This design comes from an exercise in tuning for small area, a short achievable clock period and few clock cycles per item on the open sky130 flow, not from production work.
Function was checked by simulation only, so behaviour that the tests miss may differ from the original.

// dsha_miner
module dsha_miner(
		input wire clk,
		input wire rst,
		input wire [255:0] midstate,
		input wire [95:0] tail,
		input wire [31:0] start_nonce,
		output reg out_valid,
		output reg [31:0] out_nonce,
		output reg [255:0] out_hash
	);
Size: roughly 14000 flip-flops, about 580000 um2 of cells after synthesis.
clock: 12.0 ns
lec_check: 0
abc_area: 1
cap_margin: 30
core_margin: 2
core_utilization: 34
slew_margin: 30
standard.sh (not shown) runs the stock make flow with config.mk's settings and CLKGATE_MAP_FILE= SYNTH_SCRIPT=/design/flow/synth_recipe.tcl, a recipe that flattens the netlist after the stock synthesis.
==> flow/flow/run.sh <==
#!/bin/bash
# Layout flow: the standard flow (standard.sh), with
#  - synthesis that leaves the adders to ABC (no full/half-adder cells) and
#    maps with ABC's mapper at a 2.5 ns delay target, then its gate sizing,
#  - timing repair aimed below the SDC period (the SDC is unchanged), on the
#    worst paths only,
#  - global-routing capacity reductions set per layer (flow/fastroute.tcl),
#  - output flip-flops (and buffers between them and the port buffers) moved
#    next to their port buffers after global
#    placement (flow/place_outputs.tcl),
#  - larger clock-tree sink clusters and no dummy clock loads,
#  - more rounds of antenna repair after detailed routing.
# Each step's output goes to a log file of its own in this folder.
set -euo pipefail
rm -rf scripts_local
cp -r "$FLOW_HOME/scripts" scripts_local
printf 'strash\ndch\nmap -D 2500\ntopo\nstime -c\nbuffer -c\nupsize -c\ndnsize -c\n' > scripts_local/abc_area.script
export SCRIPTS_DIR=$PWD/scripts_local
export ADDER_MAP_FILE=
bash standard.sh synth > log_synth.txt 2>&1
export SETUP_SLACK_MARGIN=7.5
export TNS_END_PERCENT=0
export FASTROUTE_TCL=$PWD/flow/fastroute.tcl
export POST_GLOBAL_PLACE_TCL=$PWD/flow/place_outputs.tcl
export CTS_ARGS="-sink_clustering_enable -repair_clock_nets -dont_use_dummy_load -sink_clustering_size 25 -sink_clustering_max_diameter 90"
export MAX_REPAIR_ANTENNAS_ITER_DRT=12
bash standard.sh floorplan > log_floorplan.txt 2>&1
bash standard.sh place > log_place.txt 2>&1
bash standard.sh cts > log_cts.txt 2>&1
bash standard.sh route > log_route.txt 2>&1
bash standard.sh finish > log_finish.txt 2>&1
==> flow/flow/fastroute.tcl <==
# Global-routing layer setup: the platform's layers, with a larger capacity
# reduction on met1 (kept mostly for pin access) and a smaller one on the
# upper layers, so that global routing of this dense design converges and
# leaves met1 lightly used for detailed routing.
set_global_routing_layer_adjustment met1 0.5
set_global_routing_layer_adjustment met2 0.1
set_global_routing_layer_adjustment met3 0.1
set_global_routing_layer_adjustment met4 0.1
set_global_routing_layer_adjustment met5 0.1

set_routing_layers -clock $::env(MIN_CLK_ROUTING_LAYER)-$::env(MAX_ROUTING_LAYER)
set_routing_layers -signal $::env(MIN_ROUTING_LAYER)-$::env(MAX_ROUTING_LAYER)
Other scripts of this flow, unchanged in this note and not shown: flow/flow/place_outputs.tcl
The baseline completed with no timing, DRC or antenna violations.
Testbench counts at the start, summed over its fixed seeds: cycles 67,520, items 8,192.
Next try:
--- a/flow/flow/run.sh
+++ b/flow/flow/run.sh
@@ -5,5 +5,4 @@
 #  - timing repair aimed below the SDC period (the SDC is unchanged), on the
 #    worst paths only,
-#  - global-routing capacity reductions set per layer (flow/fastroute.tcl),
 #  - output flip-flops (and buffers between them and the port buffers) moved
 #    next to their port buffers after global
@@ -21,5 +20,4 @@
 export SETUP_SLACK_MARGIN=7.5
 export TNS_END_PERCENT=0
-export FASTROUTE_TCL=$PWD/flow/fastroute.tcl
 export POST_GLOBAL_PLACE_TCL=$PWD/flow/place_outputs.tcl
 export CTS_ARGS="-sink_clustering_enable -repair_clock_nets -dont_use_dummy_load -sink_clustering_size 25 -sink_clustering_max_diameter 90"
--- a/flow/config.mk
+++ b/flow/config.mk
@@ -9,4 +9,4 @@
 export CAP_MARGIN = 30
 export CORE_MARGIN = 2
-export CORE_UTILIZATION = 34
+export CORE_UTILIZATION = 42
 export SLEW_MARGIN = 30
removed: flow/flow/fastroute.tcl
=>
- cell count shrinks by 6.5%
- utilization grows by 7.5 points
- cell area shrinks by 4.0%
- global-route usage shrinks by 1.7 points
- register-to-register slack is better by 70 ps
- via count grows by 0.83%
- first-iteration DRC count grows by 77%
Next try:
--- a/flow/flow/run.sh
+++ b/flow/flow/run.sh
@@ -5,4 +5,5 @@
 #  - timing repair aimed below the SDC period (the SDC is unchanged), on the
 #    worst paths only,
+#  - global-routing capacity reductions set per layer (flow/fastroute.tcl),
 #  - output flip-flops (and buffers between them and the port buffers) moved
 #    next to their port buffers after global
@@ -18,6 +19,7 @@
 export ADDER_MAP_FILE=
 bash standard.sh synth > log_synth.txt 2>&1
-export SETUP_SLACK_MARGIN=7.5
+export SETUP_SLACK_MARGIN=7.8
 export TNS_END_PERCENT=0
+export FASTROUTE_TCL=$PWD/flow/fastroute.tcl
 export POST_GLOBAL_PLACE_TCL=$PWD/flow/place_outputs.tcl
 export CTS_ARGS="-sink_clustering_enable -repair_clock_nets -dont_use_dummy_load -sink_clustering_size 25 -sink_clustering_max_diameter 90"
==> flow/flow/fastroute.tcl (new file) <==
# Global-routing layer setup: the platform's layers, with a larger capacity
# reduction on met1 (kept mostly for pin access) and a smaller one on the
# upper layers, so that global routing of this dense design converges and
# leaves met1 lightly used for detailed routing.
set_global_routing_layer_adjustment met1 0.5
set_global_routing_layer_adjustment met2 0.1
set_global_routing_layer_adjustment met3 0.1
set_global_routing_layer_adjustment met4 0.1
set_global_routing_layer_adjustment met5 0.1

set_routing_layers -clock $::env(MIN_CLK_ROUTING_LAYER)-$::env(MAX_ROUTING_LAYER)
set_routing_layers -signal $::env(MIN_ROUTING_LAYER)-$::env(MAX_ROUTING_LAYER)
--- a/flow/config.mk
+++ b/flow/config.mk
@@ -9,4 +9,4 @@
 export CAP_MARGIN = 30
 export CORE_MARGIN = 2
-export CORE_UTILIZATION = 42
+export CORE_UTILIZATION = 38
 export SLEW_MARGIN = 30
Effect: Count of clock-buffer cells in the layout grows by 20. Final cell count grows by a few percent. Design area grows by a few percent. Register-to-register slack gets better by 180 ps. Fmax grows by a few percent. Sequential share of layout area shrinks by 1.7 points. Non-clock buffer count grows by 977. Worst hold slack gets worse by 62 ps. Critical path depth grows by 5.

Setup of P:
dsha_miner, a different RTL version from the one above (not shown whole).
Size in the first run: about 70,000 cells after synthesis, about 14,000 flip-flops, about 680 I/O pins, about 580,000 sq um of cells after synthesis.
Design dsha_miner, start of the top module:
module dsha_miner(
		input wire clk,
		input wire rst,
		input wire [255:0] midstate,
		input wire [95:0] tail,
		input wire [31:0] start_nonce,
		output reg out_valid,
		output reg [31:0] out_nonce,
		output reg [255:0] out_hash
	);
	function [31:0] flip(input [31:0] x);
		flip = {x[7:0], x[15:8], x[23:16], x[31:24]};
	endfunction
	reg [31:0] a0, b0, c0, d0, e0, f0, g0, h0;
	reg [31:0] W0_0, W0_1, W0_2, W0_3, W0_4, W0_5, W0_6, W0_7, W0_8, W0_9, W0_10, W0_11, W0_12, W0_13, W0_14, W0_15;
	reg [2:0] q0;
	reg [31:0] a1, b1, c1, d1, e1, f1, g1, h1;
	reg [31:0] W1_0, W1_1, W1_2, W1_3, W1_4, W1_5, W1_6, W1_7, W1_8, W1_9, W1_10, W1_11, W1_12, W1_13, W1_14, W1_15;
	reg [2:0] q1;
	reg [31:0] a2, b2, c2, d2, e2, f2, g2, h2;
	reg [31:0] W2_0, W2_1, W2_2, W2_3, W2_4, W2_5, W2_6, W2_7, W2_8, W2_9, W2_10, W2_11, W2_12, W2_13, W2_14, W2_15;
	reg [2:0] q2;
	reg [31:0] a3, b3, c3, d3, e3, f3, g3, h3;
	reg [31:0] W3_0, W3_1, W3_2, W3_3, W3_4, W3_5, W3_6, W3_7, W3_8, W3_9, W3_10, W3_11, W3_12, W3_13, W3_14, W3_15;
	reg [2:0] q3;
	reg [31:0] a4, b4, c4, d4, e4, f4, g4, h4;
	reg [31:0] W4_0, W4_1, W4_2, W4_3, W4_4, W4_5, W4_6, W4_7, W4_8, W4_9, W4_10, W4_11, W4_12, W4_13, W4_14, W4_15;
	reg [2:0] q4;
	reg [31:0] a5, b5, c5, d5, e5, f5, g5, h5;
	reg [31:0] W5_0, W5_1, W5_2, W5_3, W5_4, W5_5, W5_6, W5_7, W5_8, W5_9, W5_10, W5_11, W5_12, W5_13, W5_14, W5_15;
	reg [2:0] q5;
	reg [31:0] a6, b6, c6, d6, e6, f6, g6, h6;
	reg [31:0] W6_0, W6_1, W6_2, W6_3, W6_4, W6_5, W6_6, W6_7, W6_8, W6_9, W6_10, W6_11, W6_12, W6_13, W6_14, W6_15;
	reg [2:0] q6;
	reg [31:0] a7, b7, c7, d7, e7, f7, g7, h7;
	reg [31:0] W7_0, W7_1, W7_2, W7_3, W7_4, W7_5, W7_6, W7_7, W7_8, W7_9, W7_10, W7_11, W7_12, W7_13, W7_14, W7_15;
	reg [2:0] q7;
	reg [31:0] a8, b8, c8, d8, e8, f8, g8, h8;
	reg [31:0] W8_0, W8_1, W8_2, W8_3, W8_4, W8_5, W8_6, W8_7, W8_8, W8_9, W8_10, W8_11, W8_12, W8_13, W8_14, W8_15;
	reg [2:0] q8;
	reg [31:0] a9, b9, c9, d9, e9, f9, g9, h9;
	reg [31:0] W9_0, W9_1, W9_2, W9_3, W9_4, W9_5, W9_6, W9_7, W9_8, W9_9, W9_10, W9_11, W9_12, W9_13, W9_14, W9_15;
	reg [2:0] q9;
	reg [31:0] a10, b10, c10, d10, e10, f10, g10, h10;
	reg [31:0] W10_0, W10_1, W10_2, W10_3, W10_4, W10_5, W10_6, W10_7, W10_8, W10_9, W10_10, W10_11, W10_12, W10_13, W10_14, W10_15;
	reg [2:0] q10;
  ...
Settings: LEC_CHECK=0, ABC_AREA=1, CAP_MARGIN=30, CORE_MARGIN=2, CORE_UTILIZATION=42, SLEW_MARGIN=30; clock period 12.0 ns.
==> flow/flow/run.sh <==
#!/bin/bash
# Layout flow: the standard flow (standard.sh), with
#  - synthesis that leaves the adders to ABC (no full/half-adder cells) and
#    maps with ABC's mapper at a 2.5 ns delay target, then its gate sizing,
#  - timing repair aimed below the SDC period (the SDC is unchanged), on the
#    worst paths only,
#  - output flip-flops (and buffers between them and the port buffers) moved
#    next to their port buffers after global
#    placement (flow/place_outputs.tcl),
#  - larger clock-tree sink clusters and no dummy clock loads,
#  - more rounds of antenna repair after detailed routing.
# Each step's output goes to a log file of its own in this folder.
set -euo pipefail
rm -rf scripts_local
cp -r "$FLOW_HOME/scripts" scripts_local
printf 'strash\ndch\nmap -D 2500\ntopo\nstime -c\nbuffer -c\nupsize -c\ndnsize -c\n' > scripts_local/abc_area.script
export SCRIPTS_DIR=$PWD/scripts_local
export ADDER_MAP_FILE=
bash standard.sh synth > log_synth.txt 2>&1
export SETUP_SLACK_MARGIN=7.5
export TNS_END_PERCENT=0
export POST_GLOBAL_PLACE_TCL=$PWD/flow/place_outputs.tcl
export CTS_ARGS="-sink_clustering_enable -repair_clock_nets -dont_use_dummy_load -sink_clustering_size 25 -sink_clustering_max_diameter 90"
export MAX_REPAIR_ANTENNAS_ITER_DRT=12
bash standard.sh floorplan > log_floorplan.txt 2>&1
bash standard.sh place > log_place.txt 2>&1
bash standard.sh cts > log_cts.txt 2>&1
bash standard.sh route > log_route.txt 2>&1
bash standard.sh finish > log_finish.txt 2>&1
Other scripts of this flow, unchanged in this note and not shown: flow/flow/place_outputs.tcl
Testbench counts of P, summed over its fixed seeds: cycles 67,520, items 8,192.
Changes in Q relative to P:
- CORE_UTILIZATION: 42 -> 38
--- a/flow/flow/run.sh
+++ b/flow/flow/run.sh
@@ -6,0 +7 @@
+#  - global-routing capacity reductions set per layer (flow/fastroute.tcl),
@@ -21,0 +23 @@
+export FASTROUTE_TCL=$PWD/flow/fastroute.tcl
==> flow/flow/fastroute.tcl (new file) <==
# Global-routing layer setup: the platform's layers, with a larger capacity
# reduction on met1 (kept mostly for pin access) and a smaller one on the
# upper layers, so that global routing of this dense design converges and
# leaves met1 lightly used for detailed routing.
set_global_routing_layer_adjustment met1 0.5
set_global_routing_layer_adjustment met2 0.1
set_global_routing_layer_adjustment met3 0.1
set_global_routing_layer_adjustment met4 0.1
set_global_routing_layer_adjustment met5 0.1

set_routing_layers -clock $::env(MIN_CLK_ROUTING_LAYER)-$::env(MAX_ROUTING_LAYER)
set_routing_layers -signal $::env(MIN_ROUTING_LAYER)-$::env(MAX_ROUTING_LAYER)
Notes after the runs:
Going from P to Q, final instance area grows by 0.87%. Q vs P, footprint of the multi-input gates went up by 1200 sq um. The higher wire length the detailed router placed on met1 came out of P. Delta (Q minus P): wire length of the first global-routing pass grew by about 6%. Q vs P: number of placed instances with taps included up by a few percent. Of the two values seen for timing endpoint of the critical path, W0_4[30]$_SDFF_PP0_ was produced by Q and W0_4[18]$_SDFF_PP0_ by P.

[port drivers added, routing unchanged]
No port has a modelled driver above. Below, the same layouts with a new extraction and two added sets of constraints. Step 1: set_driving_cell puts a clkbuf_16 on clk and a buf_2 on each other input, an assumption about the parent block. Step 2, shift: input delay + t, output delay - t, t = (earliest + latest rising clock arrival at the registers) / 2. This alone moves slack from input paths to output paths. a / b / c = ideal ports / drivers / drivers and shift; a / b = the first two.
run | t, ns | slack for setup (ns) | worst setup path after step 2 | clock arrival spread, ns
the first run of note 1 | 1.544 | 6.997 / 6.970 / 6.997 | register to register | 0.247 / 0.247
the second run of note 1 | 1.442 | 7.062 / 6.995 / 7.062 | register to register | 0.179 / 0.179
the third run of note 1 | 1.516 | 7.238 / 7.142 / 7.238 | register to register | 0.202 / 0.201
P | 1.468 | 6.936 / 6.871 / 6.936 | register to register | 0.156 / 0.157
Q | 1.484 | 6.868 / 6.868 / 6.868 | register to register | 0.193 / 0.193
After both steps every run listed still meets setup and hold.
